Context: an optimization exercise on an open-source flow, tuned for small area. The choices shown serve that exercise and are no tape-out recipe.
In this exercise RTL edits were held to simulation tests only and were not proved equivalent to the original.

==> inputs of 08-18 <==
==> flow/design.v <==
`timescale 1ns / 1ps
module aiso(clk, rst, rst_s);
   input  clk, rst;
	output rst_s;
   reg    qMeta, qOk;
   always @ (posedge clk or posedge rst)
      if (rst)	{qMeta, qOk} <= {1'b0, 1'b0};
         else	{qMeta, qOk} <= {1'b1, qMeta};
	assign rst_s = ~qOk;
endmodule
`timescale 1ns / 1ps
module vga(clk_100MHz, rst, hsync, vsync, hc, vc, h_cell, v_cell);
   input        clk_100MHz, rst;
   output       hsync, vsync;
   output [9:0] hc, vc;
   output       h_cell, v_cell;
   reg [1:0] count;
   reg [9:0] hc, vc;
   reg       hsync, vsync;
   function [9:0] inc10(input [9:0] x, input cin);
      integer i; reg c;
      begin
         c = cin;
         for (i = 0; i < 10; i = i + 1) begin
            inc10[i] = x[i] ^ c;
            c = c & x[i];
         end
      end
   endfunction
   wire tick = count[1] & ~count[0];    
   wire h_end = hc[9] & hc[8] & hc[4] & hc[3] & hc[2] & hc[1] & hc[0];    
   wire v_end = vc[9] & vc[3] & vc[2];                                    
   wire h_wrap = tick & h_end;
   wire v_wrap = h_wrap & v_end;
   wire [9:0] hc_inc = inc10(hc, tick);
   wire [9:0] vc_inc = inc10(vc, h_wrap);
   always @(posedge clk_100MHz) begin
      count <= rst ? 2'd0 : {count[0], ~count[1]};
      hc <= (rst | h_wrap) ? 10'd0 : hc_inc;
      vc <= (rst | v_wrap) ? 10'd0 : vc_inc;
   end
   wire h_sync = hc[9] & ~hc[8] & hc[7] & (hc[6] | hc[5] | hc[4]) &
                 ~(hc[6] & hc[5] & hc[4]);
   wire v_sync = ~vc[9] & vc[8] & vc[7] & vc[6] & vc[5] & ~vc[4] & vc[3] &
                 ~vc[2] & vc[1];
   always @(posedge clk_100MHz or posedge rst)
      if (rst) begin
         hsync <= 1'b0;
         vsync <= 1'b0;
      end else begin
         hsync <= ~h_sync;
         vsync <= ~v_sync;
      end
   assign h_cell = tick & hc[2] & hc[1] & hc[0];
   assign v_cell = h_wrap & vc[2] & vc[1] & vc[0];
endmodule
`timescale 1ns / 1ps
module vga_animate(clk, rst, sw, hc, vc, h_cell, v_cell, rgb);
   input         clk, rst;
   input  [1:0]  sw;
   input  [9:0]  hc, vc;
   input         h_cell, v_cell;
   output [11:0] rgb;
   reg [8:0] X;
   reg [7:0] Y;
   reg [6:0] P, W;
   reg       xfast, xneg, yneg;
   reg       mx, my;
   function [7:0] sub7(input [6:0] x, input [6:0] y);
      integer i; reg c;
      begin
         c = 1'b0;
         for (i = 0; i < 7; i = i + 1) begin
            sub7[i] = x[i] ^ y[i] ^ c;
            c = (~x[i] & y[i]) | (~(x[i] ^ y[i]) & c);
         end
         sub7[7] = c;
      end
   endfunction
   function [8:0] step9(input [8:0] x, input en, input down);
      integer i; reg c;
      begin
         c = en;
         for (i = 0; i < 9; i = i + 1) begin
            step9[i] = x[i] ^ c;
            c = c & (x[i] ^ down);
         end
      end
   endfunction
   function [7:0] step8(input [7:0] x, input en, input down);
      integer i; reg c;
      begin
         c = en;
         for (i = 0; i < 8; i = i + 1) begin
            step8[i] = x[i] ^ c;
            c = c & (x[i] ^ down);
         end
      end
   endfunction
   function [6:0] step7(input [6:0] x, input en, input down);
      integer i; reg c;
      begin
         c = en;
         for (i = 0; i < 7; i = i + 1) begin
            step7[i] = x[i] ^ c;
            c = c & (x[i] ^ down);
         end
      end
   endfunction
   function in18(input [7:0] d);
      in18 = ~d[7] & ~d[6] & ~d[5] & ~(d[4] & (d[3] | d[2] | d[1]));
   endfunction
   wire h_zero = ~|hc;
   wire refr = h_zero & vc[8] & vc[7] & vc[6] & vc[5] & ~vc[4] & ~vc[3] &
               ~vc[2] & ~vc[1] & vc[0];
   wire video = ~h_zero & (~hc[9] | (~hc[8] & (~hc[7] | ~|hc[6:0]))) &
                ~vc[9] & ~(vc[8] & vc[7] & vc[6] & vc[5]);
   wire gameover = X[8] & X[5] & X[4] & X[3] & X[2] & ~X[1] & ~X[0];
   wire ywrap = &Y;                    
   wire at_top = ~|Y[7:0];
   wire at_bottom = Y[7] & Y[6] & Y[5] & ~Y[4] & Y[3] & Y[2] &
                    (Y[1] | Y[0]);
   wire [6:0] qa = video ? vc[8:2] : Y[7:1];
   wire [6:0] qb = (video & ~hc[9]) ? W : P;
   wire [7:0] qo = sub7(qa, qb);
   wire in_q = in18(qo);
   wire [7:0] kw = sub7(Y[7:1], W);
   wire kw_ov = (kw[7] & (&kw[6:1]) & (kw[0] | Y[0])) | (~kw[7] & ~(kw[4] & kw[1]));
   wire kp_ov = (qo[7] & (&qo[6:1]) & (qo[0] | Y[0])) | in_q;
   wire x_wall = ~X[8] & ~X[7] & ~X[6] & ~X[5] & ~X[4] & X[3] & X[2] & (X[1] ^ X[0]);  
   wire x_pad  = X[8] & ~X[7] & ~X[6] & X[5] & ~X[4] & X[3] & ~X[2] & (X[1] ^ X[0]);   
   wire hit_wall = ~ywrap & x_wall & kw_ov;
   wire hit_pad  = ~video & ~ywrap & x_pad & kp_ov;
   wire w_bot = W[6] & W[5] & ~W[4] & ~W[3] & W[2] & ~W[1] & W[0];        
   wire p_bot = P[6] & P[5] & ~P[4] & ~P[3] & P[2] & ~P[1] & P[0];
   wire w_down = refr & ~ywrap & ~kw[7] & kw[4] & ~w_bot;
   wire w_up   = refr & ~ywrap & (kw[7] | (~Y[0] & ~|kw[6:0])) & |W[6:1];
   wire p_down = refr & sw[1] & ~p_bot;
   wire p_up   = refr & sw[0] & |P[6:1];
   reg [8:0] x_nxt;
   reg       xc;
   integer   i;
   always @(*) begin
      x_nxt[0] = X[0] ^ (refr & ~xfast);
      xc = refr & (xfast | (X[0] ^ xneg));
      for (i = 1; i < 9; i = i + 1) begin
         x_nxt[i] = X[i] ^ xc;
         xc = xc & (X[i] ^ xneg);
      end
   end
   wire [7:0] y_nxt = step8(Y, refr, yneg);
   wire [6:0] p_nxt = step7(P, p_down | p_up, ~p_down);
   wire [6:0] w_nxt = step7(W, w_down | w_up, ~w_down);
   always @(posedge clk) begin
      X <= (rst | gameover) ? 9'd18 : x_nxt;
      Y <= (rst | gameover) ? 8'd0 : y_nxt;
      P <= rst ? 7'd0 : p_nxt;
      W <= rst ? 7'd0 : w_nxt;
   end
   always @(posedge clk)
      if (rst) begin
         xfast <= 1'b1;
         xneg <= 1'b0;
         yneg <= 1'b0;
      end else begin
         if (at_top) yneg <= 1'b0;
         else if (at_bottom) yneg <= 1'b1;
         else if (hit_wall) begin xfast <= 1'b0; xneg <= 1'b0; end
         else if (hit_pad) begin xfast <= 1'b0; xneg <= 1'b1; end
      end
   wire ex = ~|(hc[9:3] ^ X[8:2]);
   wire ey = ~|(vc[9:3] ^ {1'b0, Y[7:2]});
   always @(posedge clk) begin
      if (rst) mx <= 1'b0; else if (h_cell) mx <= ex;
      if (rst) my <= 1'b0; else if (v_cell) my <= ey;
   end
   wire ltx = (~hc[2] & X[1]) | (~(hc[2] ^ X[1]) & ((~hc[1] & X[0]) | (~(hc[1] ^ X[0]) & ~hc[0])));
   wire lty = (~vc[2] & Y[1]) | (~(vc[2] ^ Y[1]) & ~vc[1] & Y[0]);
   wire bx_on = ltx ? mx : ex;
   wire by_on = lty ? my : ey;
   wire ball = bx_on & by_on;
   wire h_lo = |hc[2:0] & (~hc[2] | ~|hc[1:0]);
   wire paddle = hc[9] & ~hc[8] & ~hc[7] & hc[6] & ~hc[5] & hc[4] & hc[3] & h_lo & in_q;
   wire wall = ~hc[9] & ~hc[8] & ~hc[7] & ~hc[6] & hc[5] & ~hc[4] & ~hc[3] & h_lo & in_q;
   assign rgb = ~video ? 12'h000 :
                ball   ? 12'h888 :
                paddle ? 12'h093 :
                wall   ? 12'hF8C : 12'hF77;
endmodule
`timescale 1ns / 1ps
module top_level(clk_100MHz, rst, sw, hsync, vsync, rgb);
   input         clk_100MHz, rst;
   input  [1:0]  sw;
   output        hsync, vsync;
   output [11:0] rgb;
   wire          rst_s, h_cell, v_cell;
   wire   [9:0]  hc, vc;
   aiso AISO(.clk(clk_100MHz), .rst(rst), .rst_s(rst_s));
   vga VGA(.clk_100MHz(clk_100MHz), .rst(rst_s), .hsync(hsync),
           .vsync(vsync), .hc(hc), .vc(vc), .h_cell(h_cell), .v_cell(v_cell));
   vga_animate PX_ANIMATE(.clk(clk_100MHz), .rst(rst_s), .sw(sw),
                          .hc(hc), .vc(vc), .h_cell(h_cell),
                          .v_cell(v_cell), .rgb(rgb));
endmodule
==> flow/flow/run.sh <==
#!/bin/bash
# Layout flow: the standard ORFS flow (standard.sh), with three changes:
#  - synthesis runs synth.tcl here, which is synth_recipe.tcl with only ABC's
#    mapping call replaced (area scripts in abc/, the smallest result kept),
#    and without ORFS's adder extraction (ADDER_MAP_FILE empty);
#  - the input and output port buffers use sky130_fd_sc_hd__buf_1;
#  - clock tree synthesis uses clkbuf_4 and inserts no dummy loads.
# make's full output goes to flow_make.log in this folder; each ORFS step
# keeps its own log under orfs/logs/.
set -euo pipefail
here=$(cd "$(dirname "$0")" && pwd)
export MY_ABC_DIR="$here/abc"
export FLOW_SYNTH_TCL="$PWD/synth_recipe.tcl"
bash standard.sh finish "SYNTH_SCRIPT=$here/synth.tcl" "ADDER_MAP_FILE=" \
  "BUFFER_PORTS_ARGS=-buffer_cell sky130_fd_sc_hd__buf_1" \
  "CTS_ARGS=-sink_clustering_enable -repair_clock_nets -buf_list sky130_fd_sc_hd__clkbuf_4 -dont_use_dummy_load" \
  > flow_make.log 2>&1
==> flow/flow/abc/a0.abc <==
strash
dch -f
amap
topo
==> flow/flow/abc/a1.abc <==
strash
dch -f
amap -F 20 -A 40
topo
==> flow/flow/synth.tcl <==
# Synthesis: the standard synthesis script (synth_recipe.tcl, which runs
# ORFS's synth.tcl with -nofsm -noshare, then flattens and renames), with
# only ABC's technology-mapping call changed: the combinational logic is
# mapped for area with several deep-synthesis seeds, and the smallest
# result is kept. Registers are mapped before this call and are unchanged.
proc abc {args} {
  set i [lsearch -exact $args -script]
  set lib [lindex $args [expr { [lsearch -exact $args -liberty] + 1 }]]
  set best -1
  yosys design -save abc_in
  foreach script [lsort [glob $::env(MY_ABC_DIR)/*.abc]] {
    yosys design -load abc_in
    yosys abc {*}[lreplace $args $i [expr { $i + 1 }] -script $script]
    yosys tee -q -o $::env(RESULTS_DIR)/abc_try.txt stat -liberty $lib
    set f [open $::env(RESULTS_DIR)/abc_try.txt]
    set txt [read $f]
    close $f
    regexp {Chip area for module '[^']*': ([0-9.]+)} $txt -> area
    puts "abc script [file tail $script]: area $area"
    if { $best < 0 || $area < $best } {
      set best $area
      yosys design -save abc_best
    }
  }
  yosys design -load abc_best
  puts "abc: kept area $best"
}
source $::env(FLOW_SYNTH_TCL)
==> flow/standard.sh <==
#!/bin/bash
# synth_recipe.tcl (not shown) runs the flow's synth.tcl, then flattens the netlist and writes it again
# the make line also repeats each setting of config.mk as NAME=value (left out here)
make -C /OpenROAD-flow-scripts/flow DESIGN_CONFIG=/design/flow/config.mk WORK_HOME=/design/flow/orfs CLKGATE_MAP_FILE= SYNTH_SCRIPT=/design/flow/synth_recipe.tcl "${@:-finish}"
==> flow/config.mk <==
export PLATFORM = sky130hd
export DESIGN_NAME = top_level
export DESIGN_NICKNAME = top_level
export VERILOG_FILES = /design/flow/design.v
export SDC_FILE = /design/flow/constraint.sdc
export NUM_CORES = 4
export LEC_CHECK = 0
export ABC_AREA = 1
export ABC_CLOCK_PERIOD_IN_PS = 10000
export CAP_MARGIN = 20
export CORE_MARGIN = 2
export CORE_UTILIZATION = 55
export CTS_BUF_LIST = sky130_fd_sc_hd__clkbuf_4
export SLEW_MARGIN = 20
==> flow/constraint.sdc <==
create_clock -name core_clock -period 10.0 [get_ports {clk_100MHz}]
set_input_delay 2.0000 -clock core_clock [delete_from_list [all_inputs] [get_ports {clk_100MHz}]]
set_output_delay 2.0000 -clock core_clock [all_outputs]
set_load 0.01 [all_outputs]
==> inputs of 07-21, as changes to 08-18 <==
--- a/flow/flow/run.sh
+++ b/flow/flow/run.sh
@@ -15,3 +15,3 @@
   "BUFFER_PORTS_ARGS=-buffer_cell sky130_fd_sc_hd__buf_1" \
-  "CTS_ARGS=-sink_clustering_enable -repair_clock_nets -buf_list sky130_fd_sc_hd__clkbuf_4 -dont_use_dummy_load" \
+  "CTS_ARGS=-sink_clustering_enable -repair_clock_nets -buf_list sky130_fd_sc_hd__clkbuf_8 -dont_use_dummy_load -sink_clustering_size 32 -sink_buffer_max_cap_derate 2.0" \
   > flow_make.log 2>&1
==> inputs of 06-02, as changes to 08-18 <==
--- a/flow/design.v
+++ b/flow/design.v
@@ -29,3 +29,3 @@
    endfunction
-   wire tick = count[1] & ~count[0];    
+   wire tick = count[1] & count[0];
    wire h_end = hc[9] & hc[8] & hc[4] & hc[3] & hc[2] & hc[1] & hc[0];    
@@ -37,3 +37,3 @@
    always @(posedge clk_100MHz) begin
-      count <= rst ? 2'd0 : {count[0], ~count[1]};
+      count <= rst ? 2'd0 : {count[1] ^ count[0], ~count[0]};
       hc <= (rst | h_wrap) ? 10'd0 : hc_inc;
@@ -63,4 +63,3 @@
    output [11:0] rgb;
-   reg [8:0] X;
-   reg [7:0] Y;
+   reg [8:0] X, Y;
    reg [6:0] P, W;
@@ -89,12 +88,2 @@
    endfunction
-   function [7:0] step8(input [7:0] x, input en, input down);
-      integer i; reg c;
-      begin
-         c = en;
-         for (i = 0; i < 8; i = i + 1) begin
-            step8[i] = x[i] ^ c;
-            c = c & (x[i] ^ down);
-         end
-      end
-   endfunction
    function [6:0] step7(input [6:0] x, input en, input down);
@@ -118,5 +107,5 @@
    wire gameover = X[8] & X[5] & X[4] & X[3] & X[2] & ~X[1] & ~X[0];
-   wire ywrap = &Y;                    
+   wire ywrap = Y[8];                  
    wire at_top = ~|Y[7:0];
-   wire at_bottom = Y[7] & Y[6] & Y[5] & ~Y[4] & Y[3] & Y[2] &
+   wire at_bottom = ~ywrap & Y[7] & Y[6] & Y[5] & ~Y[4] & Y[3] & Y[2] &
                     (Y[1] | Y[0]);
@@ -127,3 +116,3 @@
    wire [7:0] kw = sub7(Y[7:1], W);
-   wire kw_ov = (kw[7] & (&kw[6:1]) & (kw[0] | Y[0])) | (~kw[7] & ~(kw[4] & kw[1]));
+   wire kw_ov = (kw[7] & (&kw[6:1]) & (kw[0] | Y[0])) | in18(kw);
    wire kp_ov = (qo[7] & (&qo[6:1]) & (qo[0] | Y[0])) | in_q;
@@ -135,3 +124,3 @@
    wire p_bot = P[6] & P[5] & ~P[4] & ~P[3] & P[2] & ~P[1] & P[0];
-   wire w_down = refr & ~ywrap & ~kw[7] & kw[4] & ~w_bot;
+   wire w_down = refr & ~ywrap & ~kw[7] & (kw[6] | kw[5] | kw[4]) & ~w_bot;
    wire w_up   = refr & ~ywrap & (kw[7] | (~Y[0] & ~|kw[6:0])) & |W[6:1];
@@ -150,3 +139,3 @@
    end
-   wire [7:0] y_nxt = step8(Y, refr, yneg);
+   wire [8:0] y_nxt = step9(Y, refr, yneg);
    wire [6:0] p_nxt = step7(P, p_down | p_up, ~p_down);
@@ -155,3 +144,3 @@
       X <= (rst | gameover) ? 9'd18 : x_nxt;
-      Y <= (rst | gameover) ? 8'd0 : y_nxt;
+      Y <= (rst | gameover) ? 9'd0 : y_nxt;
       P <= rst ? 7'd0 : p_nxt;
==> flow/run.sh (new file) <==
#!/bin/bash
# synth_recipe.tcl (not shown) runs the flow's synth.tcl, then flattens the netlist and writes it again
# the make line also repeats each setting of config.mk as NAME=value (left out here)
make -C /OpenROAD-flow-scripts/flow DESIGN_CONFIG=/design/flow/config.mk WORK_HOME=/design/flow/orfs CLKGATE_MAP_FILE= SYNTH_SCRIPT=/design/flow/synth_recipe.tcl finish
--- a/flow/config.mk
+++ b/flow/config.mk
@@ -12,3 +12,5 @@
 export CORE_UTILIZATION = 55
-export CTS_BUF_LIST = sky130_fd_sc_hd__clkbuf_4
+export CTS_BUF_LIST = sky130_fd_sc_hd__clkbuf_8
+export CTS_CLUSTER_DIAMETER = 200
+export CTS_CLUSTER_SIZE = 64
 export SLEW_MARGIN = 20
removed: flow/flow/run.sh
removed: flow/flow/abc/a0.abc
removed: flow/flow/abc/a1.abc
removed: flow/flow/synth.tcl
removed: flow/standard.sh
==> summary.txt <==
Result of the run: 06-02 no timing/DRC/antenna violations; 07-21 did not finish; 08-18 no timing/DRC/antenna violations
Last stage reached: 06-02 -; 07-21 clock tree synthesis (4_1_cts); 08-18 -
Setup slack of the worst register-to-register path: 06-02 4900 ps; 07-21 -; 08-18 4710 ps
Count of routing violations after the opening detailed-route iteration: 06-02 190; 07-21 -; 08-18 328
Antenna Violating Nets Remaining: 06-02 0; 07-21 -; 08-18 0
Residual DRC count: 06-02 0; 07-21 -; 08-18 0
Proportion of cell area occupied by registers: 06-02 27.3%; 07-21 -; 08-18 33.3%
Post-layout net count: 06-02 667; 07-21 -; 08-18 537
Worst slack after detailed placement: 06-02 2580 ps; 07-21 3450 ps; 08-18 3450 ps
Tap cell instance count: 06-02 102; 07-21 -; 08-18 77
Required time of the critical path: 06-02 8000 ps; 07-21 -; 08-18 8000 ps
Non-CTS inverters: 06-02 98; 07-21 -; 08-18 75
Normalized max-slew margin: 06-02 50.7%; 07-21 -; 08-18 55.4%
Detailed placer's ending HPWL: 06-02 7.85 mm; 07-21 7.39 mm; 08-18 7.39 mm

-- re-timing with driven ports --
The results above use ideal ports. As a check the final layouts listed here were re-extracted and re-timed, cells and wires unchanged. Step 1 assumes that a clkbuf_16 drives the clock port and a buf_2 every other input. Step 2 times the ports against the registers' clock, not the clock port: input delays grow and output delays shrink by t, the midpoint of the rising clock arrivals with the driver on. Slacks: no drivers / after step 1 / after step 2; pairs: no drivers / after step 1.
| run | t (ns) | slack for setup (ns) | worst register clock-pin slew, ns | cell pins on the clock port's net |
|---|---|---|---|---|
| 08-18 | 0.429 | 2.941 / 2.914 / 3.344 | 0.12 / 0.12 | 1 |
| 06-02 | 0.361 | 2.192 / 2.165 / 2.526 | 0.08 / 0.08 | 1 |
After both steps setup and hold are still met in every run listed.
